This is an optimization exercise on Yosys and OpenROAD, whose aim is small area and a short achievable clock period, not a production implementation.
No functional check of the RTL was part of this run.
Power and IR drop assume default switching activity.

## run.sh

```bash
#!/bin/bash
# synth_recipe.tcl (not shown) runs the flow's synth.tcl, then flattens the netlist and writes it again
# the make line also repeats each setting of config.mk as NAME=value (left out here)
make -C /OpenROAD-flow-scripts/flow DESIGN_CONFIG=/design/flow/config.mk WORK_HOME=/design/flow/orfs CLKGATE_MAP_FILE= SYNTH_SCRIPT=/design/flow/synth_recipe.tcl finish
```

## config.mk

```make
export PLATFORM = sky130hd
export DESIGN_NAME = montgomery_top
export DESIGN_NICKNAME = montgomery_top
export VERILOG_FILES = /design/flow/design.v
export SDC_FILE = /design/flow/constraint.sdc
export NUM_CORES = 4
export LEC_CHECK = 0
export CAP_MARGIN = 20
export CORE_MARGIN = 2
export CORE_UTILIZATION = 40
export SLEW_MARGIN = 20
```

## constraint.sdc

```tcl
create_clock -name core_clock -period 8.0 [get_ports {clk}]
set_input_delay 1.6000 -clock core_clock [delete_from_list [all_inputs] [get_ports {clk}]]
set_output_delay 1.6000 -clock core_clock [all_outputs]
set_load 0.01 [all_outputs]
```

## design.v

```verilog
module montgomery_reduce #(
    parameter [11:0]    N = 3329        ,
    parameter [12:0]    R = 12          ,
    parameter [12:0]    N_prime = 3327  
)
(
    input                   clk     ,
    input                   rst_n   ,
    input                   en      ,
    input    [25:0]         X       , 
    output   [14:0]         y       ,
    output                  valid
);
reg     [25:0]      X_delay_1       ;
reg     [25:0]      X_delay_2       ;
always@(posedge clk)begin
    if(!rst_n)begin
        X_delay_1 <= 26'b0;
        X_delay_2 <= 26'b0;
    end
    else begin
        X_delay_1 <= X;
        X_delay_2 <= X_delay_1;
    end
end
reg  [3:0]   valid_delay_reg;  
always @(posedge clk)begin	
    if(!rst_n)
        valid_delay_reg <= 4'd0;
    else if(en == 1'b1)
        valid_delay_reg <= {valid_delay_reg[2:0],en};
    else
        valid_delay_reg <= {valid_delay_reg[2:0],1'b0};
end
assign valid = valid_delay_reg[3];  
reg     [11:0]      m               ;
reg     [23:0]      m_mul_N         ;
reg     [26:0]      X_plus_mul      ;
reg     [14:0]      result_reduce   ;
always@(posedge clk)begin
    if(!rst_n)begin
        m <= 12'b0;
        m_mul_N <= 24'b0;
        X_plus_mul <= 27'b0;
        result_reduce <= 15'b0;
    end
    else begin
        m <= X * N_prime;
        m_mul_N <= m * N;
        X_plus_mul <= X_delay_2 + m_mul_N;
        result_reduce <= X_plus_mul >> R;
    end
end
assign y = (result_reduce < N) ? result_reduce : result_reduce - N;
endmodule
module montgomery_multiply #(
    parameter [11:0]    N = 3329        ,
    parameter [12:0]    R = 12          ,
    parameter [12:0]    N_prime = 3327  ,
    parameter [12:0]    R_sq_modN = 2385
)
(
    input                   clk     ,
    input                   rst_n   ,
    input                   en      ,
    input    [11:0]         a       ,
    input    [11:0]         b       ,
    output   [11:0]         result  ,
    output                  valid
);
reg     [23:0]              A1;
reg     [23:0]              B1;
wire    [14:0]              a_mont;
wire    [14:0]              b_mont;
wire                        a_mont_valid;
wire                        b_mont_valid;
reg  [3:0]   en_delay_reg ;
wire         en_delay_1;
always @(posedge clk)begin	
    if(!rst_n)
        en_delay_reg <= 4'd0;
    else if(en == 1'b1)
        en_delay_reg <= {en_delay_reg[2:0],en};
    else
        en_delay_reg <= {en_delay_reg[2:0],1'b0};
end
assign en_delay_1 = en_delay_reg[0] ;
always@(posedge clk)begin
    if(!rst_n)begin
        A1 <= 24'b0;
        B1 <= 24'b0;
    end
    else if(en)begin
        A1 <= a * R_sq_modN;
        B1 <= b * R_sq_modN;
    end
end
montgomery_reduce #(
    .N          (N),
    .R          (R),
    .N_prime    (N_prime)
)
montgomery_reduce_A1
(
    .clk     (clk           ),
    .rst_n   (rst_n         ),
    .en      (en_delay_1    ),
    .X       ({2'b0, A1}    ), 
    .y       (a_mont        ),
    .valid   (a_mont_valid  )
);
montgomery_reduce #(
    .N          (N),
    .R          (R),
    .N_prime    (N_prime)
)
montgomery_reduce_B1
(
    .clk     (clk           ),
    .rst_n   (rst_n         ),
    .en      (en_delay_1    ),
    .X       ({2'b0, B1}    ), 
    .y       (b_mont        ),
    .valid   (b_mont_valid  )
);
reg         [25:0]      X_mul_ab;
reg                     X_mul_ab_valid;
always@(posedge clk)begin
    if(!rst_n)begin 
        X_mul_ab <= 26'b0;
        X_mul_ab_valid <= 1'b0;
    end
    else if(a_mont_valid & b_mont_valid)begin
        X_mul_ab <= a_mont * b_mont;
        X_mul_ab_valid <= a_mont_valid && b_mont_valid;
    end
    else begin 
        X_mul_ab_valid <= a_mont_valid && b_mont_valid;
    end
end
wire     [14:0]     X_out;
wire                X_out_valid;
montgomery_reduce #(
    .N          (N),
    .R          (R),
    .N_prime    (N_prime)
)
montgomery_reduce_X
(
    .clk     (clk           ),
    .rst_n   (rst_n         ),
    .en      (X_mul_ab_valid),
    .X       (X_mul_ab      ), 
    .y       (X_out         ),
    .valid   (X_out_valid   )
);
wire     [14:0]     X1_out;
wire                X1_out_valid;
montgomery_reduce #(
    .N          (N),
    .R          (R),
    .N_prime    (N_prime)
)
montgomery_reduce_X1
(
    .clk     (clk           ),
    .rst_n   (rst_n         ),
    .en      (X_out_valid   ),
    .X       ({11'b0, X_out}), 
    .y       (X1_out        ),
    .valid   (X1_out_valid  )
);
assign result = X1_out;
assign valid = X1_out_valid;
endmodule
module montgomery_top#(
    parameter [11:0]    N = 3329        ,
    parameter [12:0]    R = 12          ,
    parameter [12:0]    N_prime = 3327  ,
    parameter [12:0]    R_sq_modN = 2385
)
(
    input           clk     ,
    input           rst_n   ,
    input           en      ,
    input   [11:0]  a       ,
    input   [11:0]  b       ,
    output          busy    ,
    output          done    ,
    output  [11:0]  r       
);
montgomery_multiply #(
    .N          (N          ),
    .R          (R          ),
    .N_prime    (N_prime    ),
    .R_sq_modN  (R_sq_modN  )
)
u_montgomery_multiply
(
    .clk     (clk       ),
    .rst_n   (rst_n     ),
    .en      (en        ),
    .a       (a         ),
    .b       (b         ),
    .result  (r         ),
    .valid   (done      )
);
assign busy = en || done;
endmodule
```

==> results.txt <==
worst min path at each step:
stage	start	to	slack (ps)	depth (start not counted)
4_1_cts	flip-flop	flip-flop	420	1
2_1_floorplan	flip-flop	flip-flop	410	1
5_1_grt	flip-flop	flip-flop	430	1
3_5_place_dp	flip-flop	flip-flop	420	1
3_3_place_gp	flip-flop	flip-flop	410	1
6_report	flip-flop	flip-flop	410	1
final cells by class:
| class | count | area share [%] |
|---|---|---|
| multi-input combinational | 2842 | 61.2 |
| sequential | 510 | 23.4 |
| inverter | 645 | 5.56 |
| tap | 1287 | 3.69 |
| clock buffer | 72 | 3.60 |
| timing repair buffer | 84 | 1.68 |
| clock inverter | 34 | 0.883 |
power groups by stage:
stage	Combinational, mW	Sequential [mW]	Clock, mW
4_1_cts	4.12	3.03	2.74
3_3_place_gp	4.03	3.08	0
3_5_place_dp	4.08	3.08	0
6_report	4.04	3.02	2.66
5_1_grt	4.75	3.05	2.85
2_1_floorplan	3.29	2.99	0
routing by layer:
| metal | up-vias | GRT usage (%) | share of wire [%] | wire (um) |
|---|---|---|---|---|
| met3 | 84 | 2.04 | 3.3 | 2390 |
| li1 | 13200 | - | - | - |
| met1 | 12100 | 20.0 | 48 | 35200 |
| met2 | 327 | 25.6 | 47 | 34700 |
| met4 | 0 | 3.12 | 1.6 | 1140 |
| met5 | - | 0 | 0 | 0 |
Yosys cell counts, drive strengths merged, types with 12 or more instances:
master  instances
a211oi         25
a21o           67
a21oi         122
a31oi          15
and2          290
and3           14
buf            12
clkbuf         72
dfxtp         510
fa            354
ha            689
inv           645
mux2i          55
nand2         140
nand2b         41
nand3          35
nor2          369
nor2b          25
nor3           65
o21a           18
o21ai          76
o21bai         28
or3            12
xnor2         169
xor2           92
cell families (layout without fill, tap and decap cells):
logic type | after synthesis | count (layout)
fa+ha+maj | 1043 | 1043
simple gates | 1037 | 1037
buf+inv | 729 | 835
flops | 510 | 510
compound gates | 419 | 419
xor+xnor | 262 | 262
mux | 57 | 57
other cells | 2 | 24
timing repair:
item	in CTS	in global routing
setup buffers	0	0
resized for setup	0	13
endpoints found under the setup margin	0	8
hold endpoints to repair	0	0
through the flow:
step	cell area, um^2	power, mW	hold WS [ps]	TNS, ps	util (%)
2_1_floorplan	39600	6.28	412	0	-
3_3_place_gp	41600	7.10	414	0	42.4
3_5_place_dp	41600	7.15	417	0	42.4
4_1_cts	43600	9.89	419	0	44.4
5_1_grt	43600	10.7	427	-2.56	44.5
6_report	43600	9.72	410	0	44.5
==> results.py <==
metrics = {
    "synth": {
        "synth_seq_cells": 510,
        "syn_area_um2": 39500,
        "synth_xor_area_share_pct": 5.86,
        "ys_types": 80,
        "yosys.area_share.simple_pct": 13.1,
        "yosys_most_used_dff": "dfxtp_1",
        "synth_async_sr_flop_share_pct": 0,
        "synth_top_family_by_area": "adder cells",
        "netlist.top_cell.by_area": "dfxtp_1",
        "synth_top_cell_area_share_pct": 25.8,
        "syn_inst": 4059,
        "synth_edf_count": 0,
        "yosysWarnings": 2,
        "muxShareOfSynthArea_pct": 1.45,
        "synth_fa_ha_area_share_pct": 39.8,
        "yosysSeqAreaShare_pct": 25.8,
        "avgSynthCellArea_um2": 9.73,
        "ys_top_cells_by_area": "dfxtp_1 26%, ha_1 22%, fa_1 18%, inv_1 6.1%, and2_1 4.6%",
        "synth-compound-area-share_pct": 6.99,
    },
    "pwr": {
        "p_comb_share_pct": 41.6,
        "switching_share_pct": 35.9,
        "ir_drop_v": 0.000169,
        "p_leak_nw": 22.3,
        "clockPowerShare_pct": 27.3,
        "switching_power_mw": 3.48,
        "powerDensity_nw_per_um2": 223,
        "p_int_mw": 6.23,
        "p_seq_share_pct": 31.1,
    },
    "clock_tree": {
        "clk_pin_slew_ps": 60,
        "cts_tree": "yes",
        "clock-root-buffer": "clkbuf_16",
        "cts_buffers": 56,
        "worstSkewPairLatency_ps": 640,
        "cts_sinks": 510,
        "cts_htree_levels": 2,
        "cts_hold_repair.buffers": 0,
        "clockBufferDepth": 3,
    },
    "sta": {
        "fin_crit_sh_pct": 94.8,
        "fin_worst_skew_ps": 37.0,
        "drv_slew": 0,
        "clock.fmax_ghz": 0.132,
        "tightest_slew_ps": 1180,
        "fin_ws_ps": 416,
        "min_period_ps": 7580,
        "hold_viol_final": 0,
        "setup_viol": 0,
        "relSlewSlack_pct": 18.8,
    },
    "global_routing": {
        "track_usage_pct": 14.9,
        "grt.overflow.total": 0,
        "grt_pass1_vias": 26200,
        "antenna_found_initial": 1,
        "grt_max_degree": 129,
        "grt_pass1_wl_um": 127000,
    },
    "floorplan": {
        "die_w_um": 318,
        "core_um2": 98100,
        "placementRows": 115,
        "io-pin-count": 41,
        "die_area_um2": 101000,
        "die_y_um": 318,
        "initial_core_util_pct": 40.2,
    },
    "cells_and_area": {
        "top_regs": "u_montgomery_multiply.X_mul_ab x26, u_montgomery_multiply.montgomery_reduce_X.X_delay_1 x26, u_montgomery_multiply.montgomery_reduce_X.X_delay_2 x26",
        "area_growth_pct": 10.4,
        "layout_common_cells": "689 x ha_1, 644 x inv_1, 510 x dfxtp_1",
        "regArea_um2": 10200,
        "final_common_cell": "ha_1",
        "final_nets": 5209,
        "nFillCells": 9563,
        "multiInputGateArea_um2": 26700,
        "final_cell_count_no_fill": 5474,
        "antenna_cells": 0,
        "layout-drive-gt1-share_pct": 4.44,
    },
    "status": {
        "status": "finished clean",
    },
    "route": {
        "wl_um": 73500,
        "via_per_inst": 4.69,
        "wl_per_cell_um": 13.4,
        "drc": 0,
        "num_vias": 25700,
        "ant_nets": 0,
        "drtIter0Drc": 967,
        "drtPass1Iterations": 5,
    },
    "worst_setup_path": {
        "path_common_cell": "fa_1",
        "cp_slowest_stage_delay_ps": 540,
        "cp.depth": 29,
        "r2r_slack_ps": 420,
        "crit_end": "u_montgomery_multiply.X_mul_ab[24]",
        "cp.arrival_ps": 8070,
        "r2r_cells": 29,
        "r2r_end": "u_montgomery_multiply.X_mul_ab[24]",
        "crit_type": "reg -> reg",
        "cp.required_ps": 8490,
        "start_kind": "flip-flop",
        "critical_path.top_delay_family": "adder cells",
        "cp_slowest_cell": "fa_1",
        "setup.worst_path.end_class": "flip-flop",
        "cp_num_buf_inv": 6,
        "critPathMaxFanout": 9,
    },
    "run": {
        "drv_cap": 0,
    },
    "placement": {
        "gp_congestion": 0.898,
        "dpl.cell_count": 5368,
        "dp.final_hpwl_um": 59100,
        "portBuffers": 40,
        "place_ws_ps": 89.6,
    },
    "hold_path": {
        "worstHoldPathType": "reg -> reg",
    },
}

[what the ideal ports hide]
The flow's constraints put no driver on any port. The routed layout listed below was extracted and timed again, unchanged, in two steps. Step 1 assumes that a clkbuf_16 drives the clock port and a buf_2 every other input. Step 2, shift: input delay + t, output delay - t, t = (earliest + latest rising clock arrival at the registers) / 2. This alone moves slack from input paths to output paths. Three values: ideal, step 1, step 2; two values: the first two.
t, ns: 0.680
setup WS [ns]: 0.416 / 0.416 / 0.416
hold WS [ns]: 0.410 / 0.410 / 0.410
worst setup path after step 2: register to register
clock arrival spread, ns: 0.043 / 0.043
After both steps this run still meets setup and hold. For this run, drivers alone change the setup slack by 0.000 ns; drivers and shift together by 0.000 ns.
